What follows belongs to an exercise in optimizing a design on an open flow for a short achievable clock period, few clock cycles and low power; a production flow would make more cautious choices.
Where RTL was checked, it was by simulation tests only, not by an equivalence proof against the original.

==> inputs of 04-28 <==
==> flow/design.v <==
module rv32i_mc (
    input         clk,
    input         reset,        
    input  [31:0] mem_rdata,    
    output [31:0] mem_addr,     
    output [31:0] mem_wdata,    
    output        mem_we        
);
    reg        v;               
    reg [9:0]  ipc;             
    reg [31:0] a;               
    reg [31:0] b;               
    reg [11:0] imm;             
    reg [4:0]  rd;
    reg [2:0]  f3;
    reg        alt;             
    reg        wr;              
    reg        i_ld, i_st, i_br, i_jal, i_agu, i_link;
    reg [31:0] rf [1:31];
    wire [31:0] asum = a + {{20{imm[11]}}, imm};     
    wire [9:0]  seq  = ipc + 10'd1;
    wire [9:0]  tgt  = ipc + imm[11:2];                
    wire eq  = a == b;
    wire ltu = a < b;
    wire lt  = $signed(a) < $signed(b);
    wire cond = f3[2] ? ((f3[1] ? ltu : lt) ^ f3[0]) : (~f3[1] & (eq ^ f3[0]));
    wire dsel  = v & (i_ld | i_st);                    
    wire asel  = v & i_agu;
    wire taken = v & (i_jal | (i_br & cond));
    wire [9:0] nxt = taken ? tgt : seq;
    wire [9:0] fpc = asel ? asum[11:2] : nxt;
    assign mem_addr  = asel ? asum : {20'b0, nxt, 2'b00};
    assign mem_wdata = b;
    assign mem_we    = v & i_st;
    wire [31:0] sum = a + (alt ? ~b : b) + {31'b0, alt};
    wire        left = ~f3[2];
    wire [31:0] arev;
    genvar gi;
    generate
        for (gi = 0; gi < 32; gi = gi + 1) begin : g_rev
            assign arev[gi] = a[31 - gi];
        end
    endgenerate
    wire [31:0] shin = left ? arev : a;
    wire [32:0] shx  = {alt & a[31], shin};
    wire [32:0] shs  = $signed(shx) >>> b[4:0];
    wire [31:0] shr  = shs[31:0];
    wire [31:0] shl;
    generate
        for (gi = 0; gi < 32; gi = gi + 1) begin : g_rev2
            assign shl[gi] = shr[31 - gi];
        end
    endgenerate
    reg [31:0] alu;
    always @(*) begin
        case (f3)
            3'd0: alu = sum;
            3'd1: alu = shl;
            3'd2: alu = {31'b0, lt};
            3'd3: alu = {31'b0, ltu};
            3'd4: alu = a ^ b;
            3'd5: alu = shr;
            3'd6: alu = a | b;
            default: alu = a & b;
        endcase
    end
    wire [31:0] res   = i_link ? {20'b0, seq, 2'b00} : alu;
    wire [31:0] wdata = i_ld ? mem_rdata : res;
    wire        we    = v & wr;
    always @(posedge clk) begin
        if (we) rf[rd] <= wdata;
    end
    wire [31:0] ins = mem_rdata;
    wire [4:0]  rs1 = ins[19:15];
    wire [4:0]  rs2 = ins[24:20];
    wire d_br   = ins[6] & ~ins[2];
    wire d_jal  = ins[6] & ins[3];
    wire d_jalr = ins[6] & ins[2] & ~ins[3];
    wire d_ld   = ~ins[6] & ~ins[4] & ~ins[5];
    wire d_st   = ~ins[6] & ~ins[4] & ins[5];
    wire d_u    = ~ins[6] & ins[4] & ins[2];
    wire d_lui  = d_u & ins[5];
    wire d_aui  = d_u & ~ins[5];
    wire d_op   = ~ins[6] & ins[4] & ~ins[2] & ins[5];
    wire d_rs2  = d_op | d_br | d_st;
    wire [31:0] r1 = (rs1 == 5'd0) ? 32'd0 : rf[rs1];
    wire [31:0] r2 = (rs2 == 5'd0) ? 32'd0 : rf[rs2];
    wire [31:0] v1 = (we & (rd == rs1)) ? res : r1;
    wire [31:0] v2 = (we & (rd == rs2)) ? res : r2;
    wire [31:0] imm_iu = d_u ? {ins[31:12], 12'b0} : {{20{ins[31]}}, ins[31:20]};
    wire [11:0] imm_a  = d_st  ? {ins[31:25], ins[11:7]} :
                         d_br  ? {ins[7], ins[30:25], ins[11:8], 1'b0} :
                         d_jal ? {ins[20], ins[30:21], 1'b0} :
                                 ins[31:20];
    always @(posedge clk) begin
        a      <= d_lui ? 32'd0 : d_aui ? {20'b0, fpc, 2'b00} : v1;
        b      <= d_rs2 ? v2 : imm_iu;
        imm    <= imm_a;
        rd     <= ins[11:7];
        f3     <= d_u ? 3'd0 : ins[14:12];
        alt    <= ~d_u & ins[30] & (ins[5] | (ins[14:12] == 3'd5));
        wr     <= (ins[11:7] != 5'd0) & ~d_br & ~d_st;
        i_ld   <= d_ld;
        i_st   <= d_st;
        i_br   <= d_br;
        i_jal  <= d_jal;
        i_agu  <= d_ld | d_st | d_jalr;
        i_link <= d_jal | d_jalr;
    end
    always @(posedge clk) begin
        if (reset) begin
            v   <= 1'b0;
            ipc <= 10'h3ff;
        end else begin
            v <= ~dsel;
            if (~dsel) ipc <= fpc;
        end
    end
endmodule
==> flow/run.sh <==
#!/bin/bash
# synth_recipe.tcl (not shown) runs the flow's synth.tcl, then flattens the netlist and writes it again
# the make line also repeats each setting of config.mk as NAME=value (left out here)
make -C /OpenROAD-flow-scripts/flow DESIGN_CONFIG=/design/flow/config.mk WORK_HOME=/design/flow/orfs CLKGATE_MAP_FILE= SYNTH_SCRIPT=/design/flow/synth_recipe.tcl finish
==> flow/config.mk <==
export PLATFORM = sky130hd
export DESIGN_NAME = rv32i_mc
export DESIGN_NICKNAME = rv32i_mc
export VERILOG_FILES = /design/flow/design.v
export SDC_FILE = /design/flow/constraint.sdc
export NUM_CORES = 4
export LEC_CHECK = 0
export CAP_MARGIN = 20
export CORE_MARGIN = 2
export CORE_UTILIZATION = 40
export CTS_BUF_LIST = sky130_fd_sc_hd__clkbuf_4
export SLEW_MARGIN = 20
==> flow/constraint.sdc <==
create_clock -name core_clock -period 11.0 [get_ports {clk}]
set_input_delay 2.2000 -clock core_clock [delete_from_list [all_inputs] [get_ports {clk}]]
set_output_delay 2.2000 -clock core_clock [all_outputs]
set_load 0.01 [all_outputs]
==> 09-24 (differences from 04-28) <==
==> flow/design.v, changed modules only <==
module rv32i_mc (
    input         clk,
    input         reset,        
    input  [31:0] mem_rdata,    
    output [31:0] mem_addr,     
    output [31:0] mem_wdata,    
    output        mem_we        
);
    reg [9:0]  pcf;             
    reg [9:0]  ipc;             
    reg        pred;            
    reg [31:0] a;               
    reg [31:0] b;               
    reg [11:0] imm;             
    reg [4:0]  rd;
    reg        wr;              
    reg        i_ld, i_st, i_agu;
    reg        k_eq, k_lt, k_ltu, k_inv;    
    reg        sub, sra, left;  
    reg        s_add, s_sh, s_slt, s_sltu, s_xor, s_or, s_and, s_link;
    reg [31:0] rf [1:31];
    wire [12:0] alo  = {1'b0, a[11:0]} + {1'b0, imm};
    wire [19:0] ahi  = a[31:12];
    wire [19:0] ainc = ahi + 20'd1;
    wire [19:0] adec = ahi - 20'd1;
    wire [31:0] asum = {(alo[12] ^ imm[11]) ? (imm[11] ? adec : ainc) : ahi, alo[11:0]};
    wire [9:0]  seq  = ipc + 10'd1;
    wire [9:0]  tgt  = ipc + imm[11:2];                
    wire [31:0] cg = ~a & b;
    wire [31:0] ce = ~(a ^ b);
    wire [30:0] g0 = cg[30:0];
    wire [30:0] e0 = ce[30:0];
    function automatic [1:0] cmb(input [1:0] hi, input [1:0] lo);
        cmb = {hi[1] | (hi[0] & lo[1]), hi[0] & lo[0]};    
    endfunction
    wire [1:0] l1 [0:15];
    wire [1:0] l2 [0:7];
    wire [1:0] l3 [0:3];
    wire [1:0] l4 [0:1];
    genvar gi;
    generate
        for (gi = 0; gi < 15; gi = gi + 1) begin : g_c1
            assign l1[gi] = cmb({g0[2*gi+1], e0[2*gi+1]}, {g0[2*gi], e0[2*gi]});
        end
        assign l1[15] = {g0[30], e0[30]};
        for (gi = 0; gi < 8; gi = gi + 1) begin : g_c2
            assign l2[gi] = cmb(l1[2*gi+1], l1[2*gi]);
        end
        for (gi = 0; gi < 4; gi = gi + 1) begin : g_c3
            assign l3[gi] = cmb(l2[2*gi+1], l2[2*gi]);
        end
        for (gi = 0; gi < 2; gi = gi + 1) begin : g_c4
            assign l4[gi] = cmb(l3[2*gi+1], l3[2*gi]);
        end
    endgenerate
    wire [1:0] low31 = cmb(l4[1], l4[0]);
    wire ltu = cg[31] | (ce[31] & low31[1]);
    wire lt  = (a[31] & ~b[31]) | (ce[31] & low31[1]);
    wire eq  = ce[31] & low31[0];
    wire cond  = (k_eq & (eq ^ k_inv)) | (k_lt & (lt ^ k_inv)) | (k_ltu & (ltu ^ k_inv));
    wire mis   = cond ^ pred;                          
    wire dsel  = i_ld | i_st;                          
    wire [9:0] fpc = i_agu ? asum[11:2] : pcf;         
    assign mem_addr  = i_agu ? asum : {20'b0, pcf, 2'b00};
    assign mem_wdata = b;
    assign mem_we    = i_st;
    wire [31:0] sum = a + (sub ? ~b : b) + {31'b0, sub};
    wire [31:0] arev;
    generate
        for (gi = 0; gi < 32; gi = gi + 1) begin : g_rev
            assign arev[gi] = a[31 - gi];
        end
    endgenerate
    wire [31:0] shin = left ? arev : a;
    wire [32:0] shx  = {sra & a[31], shin};
    wire [32:0] shs  = $signed(shx) >>> b[4:0];
    wire [31:0] shr  = shs[31:0];
    wire [31:0] shl;
    generate
        for (gi = 0; gi < 32; gi = gi + 1) begin : g_rev2
            assign shl[gi] = shr[31 - gi];
        end
    endgenerate
    wire [31:0] sh = left ? shl : shr;
    wire [31:0] res = ({32{s_add}}  & sum)
                    | ({32{s_sh}}   & sh)
                    | {31'b0, s_slt & lt}
                    | {31'b0, s_sltu & ltu}
                    | ({32{s_xor}}  & (a ^ b))
                    | ({32{s_or}}   & (a | b))
                    | ({32{s_and}}  & (a & b))
                    | ({32{s_link}} & {20'b0, seq, 2'b00});
    wire [31:0] wdata = i_ld ? mem_rdata : res;
    wire        we    = wr;
    always @(posedge clk) begin
        if (we) rf[rd] <= wdata;
    end
    wire [31:0] ins = mem_rdata;
    wire [4:0]  rs1 = ins[19:15];
    wire [4:0]  rs2 = ins[24:20];
    wire [2:0]  fn3 = ins[14:12];
    wire d_br   = ins[6] & ~ins[2];
    wire d_jal  = ins[6] & ins[3];
    wire d_jalr = ins[6] & ins[2] & ~ins[3];
    wire d_ld   = ~ins[6] & ~ins[4] & ~ins[5];
    wire d_st   = ~ins[6] & ~ins[4] & ins[5];
    wire d_u    = ~ins[6] & ins[4] & ins[2];
    wire d_lui  = d_u & ins[5];
    wire d_aui  = d_u & ~ins[5];
    wire d_alu  = ~ins[6] & ins[4] & ~ins[2];         
    wire d_op   = d_alu & ins[5];
    wire d_rs2  = d_op | d_br | d_st;
    wire [31:0] r1 = (rs1 == 5'd0) ? 32'd0 : rf[rs1];
    wire [31:0] r2 = (rs2 == 5'd0) ? 32'd0 : rf[rs2];
    wire [31:0] v1 = (we & (rd == rs1)) ? res : r1;
    wire [31:0] v2 = (we & (rd == rs2)) ? res : r2;
    wire [31:0] imm_iu = d_u ? {ins[31:12], 12'b0} : {{20{ins[31]}}, ins[31:20]};
    wire [11:0] imm_a  = d_st  ? {ins[31:25], ins[11:7]} :
                         d_br  ? {ins[7], ins[30:25], ins[11:8], 1'b0} :
                         d_jal ? {ins[20], ins[30:21], 1'b0} :
                                 ins[31:20];
    always @(posedge clk) begin
        a      <= d_lui ? 32'd0 : d_aui ? {20'b0, fpc, 2'b00} : v1;
        b      <= d_rs2 ? v2 : imm_iu;
        imm    <= imm_a;
        rd     <= ins[11:7];
        sub    <= d_op & ins[30];
        sra    <= ins[30];
        left   <= ~fn3[2];
        s_add  <= d_u | (d_alu & (fn3 == 3'd0));
        s_sh   <= d_alu & (fn3[1:0] == 2'b01);
        s_slt  <= d_alu & (fn3 == 3'd2);
        s_sltu <= d_alu & (fn3 == 3'd3);
        s_xor  <= d_alu & (fn3 == 3'd4);
        s_or   <= d_alu & (fn3 == 3'd6);
        s_and  <= d_alu & (fn3 == 3'd7);
        s_link <= d_jal | d_jalr;
        k_inv  <= fn3[0];
    end
    wire [9:0] pimm = d_jal ? {ins[20], ins[30:22]} : {ins[7], ins[30:25], ins[11:9]};
    wire       ptk  = d_jal | (d_br & ins[31]);
    wire [9:0] pnx  = fpc + (ptk ? pimm : 10'd1);
    wire go = ~reset & ~dsel & ~mis;                   
    always @(posedge clk) begin
        wr     <= go & (ins[11:7] != 5'd0) & ~d_br & ~d_st;
        i_ld   <= go & d_ld;
        i_st   <= go & d_st;
        pred   <= go & d_br & ins[31];
        i_agu  <= go & (d_ld | d_st | d_jalr);
        k_eq   <= go & d_br & (fn3[2:1] == 2'b00);
        k_lt   <= go & d_br & (fn3[2:1] == 2'b10);
        k_ltu  <= go & d_br & (fn3[2:1] == 2'b11);
    end
    always @(posedge clk) begin
        if (~dsel) ipc <= fpc;
        if (reset)
            pcf <= 10'd0;
        else if (mis)
            pcf <= pred ? seq : tgt;
        else if (~dsel)
            pcf <= pnx;
    end
endmodule
Settings changed: CORE_UTILIZATION 40 to 65, CTS_BUF_LIST sky130_fd_sc_hd__clkbuf_4 to sky130_fd_sc_hd__clkbuf_8, CTS_CLUSTER_DIAMETER set to 60, CTS_CLUSTER_SIZE set to 14, SETUP_SLACK_MARGIN set to 5.
==> 04-19 (differences from 04-28) <==
==> flow/design.v, changed modules only <==
module rv32i_mc (
    input         clk,
    input         reset,        
    input  [31:0] mem_rdata,    
    output [31:0] mem_addr,     
    output [31:0] mem_wdata,    
    output        mem_we        
);
    reg [9:0]  ipc;             
    reg [31:0] a;               
    reg [31:0] b;               
    reg [11:0] imm;             
    reg [4:0]  rd;
    reg [2:0]  f3;
    reg        alt;             
    reg        wr;              
    reg        i_ld, i_st, i_br, i_jal, i_agu, i_link;
    reg [31:0] rf [1:31];
    wire [31:0] asum = a + {{20{imm[11]}}, imm};     
    wire [9:0]  seq  = ipc + 10'd1;
    wire [9:0]  tgt  = ipc + imm[11:2];                
    wire eq  = a == b;
    wire ltu = a < b;
    wire lt  = $signed(a) < $signed(b);
    wire cond = f3[2] ? ((f3[1] ? ltu : lt) ^ f3[0]) : (~f3[1] & (eq ^ f3[0]));
    wire dsel  = i_ld | i_st;                          
    wire taken = i_jal | (i_br & cond);
    wire [9:0] nxt = taken ? tgt : seq;
    wire [9:0] fpc = i_agu ? asum[11:2] : nxt;
    assign mem_addr  = i_agu ? asum : {20'b0, nxt, 2'b00};
    assign mem_wdata = b;
    assign mem_we    = i_st;
    wire [31:0] sum = a + (alt ? ~b : b) + {31'b0, alt};
    wire        left = ~f3[2];
    wire [31:0] arev;
    genvar gi;
    generate
        for (gi = 0; gi < 32; gi = gi + 1) begin : g_rev
            assign arev[gi] = a[31 - gi];
        end
    endgenerate
    wire [31:0] shin = left ? arev : a;
    wire [32:0] shx  = {alt & a[31], shin};
    wire [32:0] shs  = $signed(shx) >>> b[4:0];
    wire [31:0] shr  = shs[31:0];
    wire [31:0] shl;
    generate
        for (gi = 0; gi < 32; gi = gi + 1) begin : g_rev2
            assign shl[gi] = shr[31 - gi];
        end
    endgenerate
    reg [31:0] alu;
    always @(*) begin
        case (f3)
            3'd0: alu = sum;
            3'd1: alu = shl;
            3'd2: alu = {31'b0, lt};
            3'd3: alu = {31'b0, ltu};
            3'd4: alu = a ^ b;
            3'd5: alu = shr;
            3'd6: alu = a | b;
            default: alu = a & b;
        endcase
    end
    wire [31:0] res   = i_link ? {20'b0, seq, 2'b00} : alu;
    wire [31:0] wdata = i_ld ? mem_rdata : res;
    wire        we    = wr;
    always @(posedge clk) begin
        if (we) rf[rd] <= wdata;
    end
    wire [31:0] ins = mem_rdata;
    wire [4:0]  rs1 = ins[19:15];
    wire [4:0]  rs2 = ins[24:20];
    wire d_br   = ins[6] & ~ins[2];
    wire d_jal  = ins[6] & ins[3];
    wire d_jalr = ins[6] & ins[2] & ~ins[3];
    wire d_ld   = ~ins[6] & ~ins[4] & ~ins[5];
    wire d_st   = ~ins[6] & ~ins[4] & ins[5];
    wire d_u    = ~ins[6] & ins[4] & ins[2];
    wire d_lui  = d_u & ins[5];
    wire d_aui  = d_u & ~ins[5];
    wire d_op   = ~ins[6] & ins[4] & ~ins[2] & ins[5];
    wire d_rs2  = d_op | d_br | d_st;
    wire [31:0] r1 = (rs1 == 5'd0) ? 32'd0 : rf[rs1];
    wire [31:0] r2 = (rs2 == 5'd0) ? 32'd0 : rf[rs2];
    wire [31:0] v1 = (we & (rd == rs1)) ? res : r1;
    wire [31:0] v2 = (we & (rd == rs2)) ? res : r2;
    wire [31:0] imm_iu = d_u ? {ins[31:12], 12'b0} : {{20{ins[31]}}, ins[31:20]};
    wire [11:0] imm_a  = d_st  ? {ins[31:25], ins[11:7]} :
                         d_br  ? {ins[7], ins[30:25], ins[11:8], 1'b0} :
                         d_jal ? {ins[20], ins[30:21], 1'b0} :
                                 ins[31:20];
    always @(posedge clk) begin
        a      <= d_lui ? 32'd0 : d_aui ? {20'b0, fpc, 2'b00} : v1;
        b      <= d_rs2 ? v2 : imm_iu;
        imm    <= imm_a;
        rd     <= ins[11:7];
        f3     <= d_u ? 3'd0 : ins[14:12];
        alt    <= ~d_u & ins[30] & (ins[5] | (ins[14:12] == 3'd5));
        i_link <= d_jal | d_jalr;
    end
    wire go = ~reset & ~dsel;                          
    always @(posedge clk) begin
        wr     <= go & (ins[11:7] != 5'd0) & ~d_br & ~d_st;
        i_ld   <= go & d_ld;
        i_st   <= go & d_st;
        i_br   <= go & d_br;
        i_jal  <= go & d_jal;
        i_agu  <= go & (d_ld | d_st | d_jalr);
    end
    always @(posedge clk) begin
        if (reset)
            ipc <= 10'h3ff;
        else if (~dsel)
            ipc <= fpc;
    end
endmodule
Settings changed: CTS_BUF_LIST sky130_fd_sc_hd__clkbuf_4 to not set, SETUP_SLACK_MARGIN set to 5.
==> results.json <==
{
  "buf_share_pct": 3.23,
  "p_clk_share_pct": 23.7,
  "antenna_found_initial": 5,
  "crit_end": "mem_addr[20]",
  "drt_iter0_drc": 6609,
  "p_seq_share_pct": 50.9,
  "final_area_um2": 64800,
  "dr.pass1.iters": 6,
  "syn_avg_cell_area_um2": 15.1,
  "start_util_pct": 65.5,
  "outcome": "finished clean",
  "cts_setup_buffers": 13,
  "slowest_stage": "dfxtp_4",
  "n_all_inverters": 127
}
# the run above: 09-24

==> results.json <==
{
  "buf_share_pct": 3.46,
  "p_seq_share_pct": 41.5,
  "crit_type": "register to output pin",
  "n_all_inverters": 124,
  "grt_max_degree": 135,
  "final_area_um2": 68800,
  "drt_iter0_drc": 5450,
  "slowest_stage": "or4_4",
  "outcome": "finished clean",
  "p_clk_share_pct": 33.2,
  "crit_end": "mem_addr[9]",
  "start_util_pct": 40.2,
  "antenna_found_initial": 2,
  "syn_avg_cell_area_um2": 15.1
}
# the run above: 04-19

==> results.json <==
{
  "clockRootBuffer": "clkbuf_4",
  "syn_avg_cell_area_um2": 14.9,
  "p_clk_share_pct": 31.5,
  "outcome": "finished clean",
  "cts_setup_buffers": 0,
  "buf_share_pct": 2.91,
  "synth_cell_types": 86,
  "cts_buffers": 306,
  "start_util_pct": 40.3,
  "antenna_found_initial": 10,
  "final_area_um2": 67600,
  "dr.pass1.iters": 6,
  "drt_iter0_drc": 5390,
  "crit_end": "mem_addr[4]",
  "p_seq_share_pct": 44.2,
  "n_all_inverters": 109
}
# the run above: 04-28

Testbench counts of 04-28, summed over its fixed seeds: cycles 45,721.
For 09-24 and 04-19, only the layout was checked, not whether the RTL still works.

[separate check: timing with driven ports]
No port has a modelled driver above. Below, the same layouts with a new extraction and two added sets of constraints.
Step 1 assumes that a clkbuf_16 drives the clock port and a buf_2 every other input.
Step 2 adds t to the input delays and takes it off the output delays; t is the mean of the earliest and latest rising clock arrival at the registers after step 1. Input paths then give back, and output paths get back, about the clock's delay inside the block.
a / b / c = ideal ports / drivers / drivers and shift; a / b = the first two.
run | t (ns) | setup slack, ns | worst slew at a driven data input, ns
04-28 | 1.266 | 2.439 / 2.371 / 3.638 | 0.13
09-24 | 0.838 | 5.045 / 4.978 / 4.792 | 0.21
04-19 | 0.836 | 4.757 / 4.672 / 4.601 | 0.18
After both steps setup and hold are still met in every run listed. The setup slack of 09-24, which loses most, moves by -0.067 ns with the drivers and by -0.253 ns with both steps.
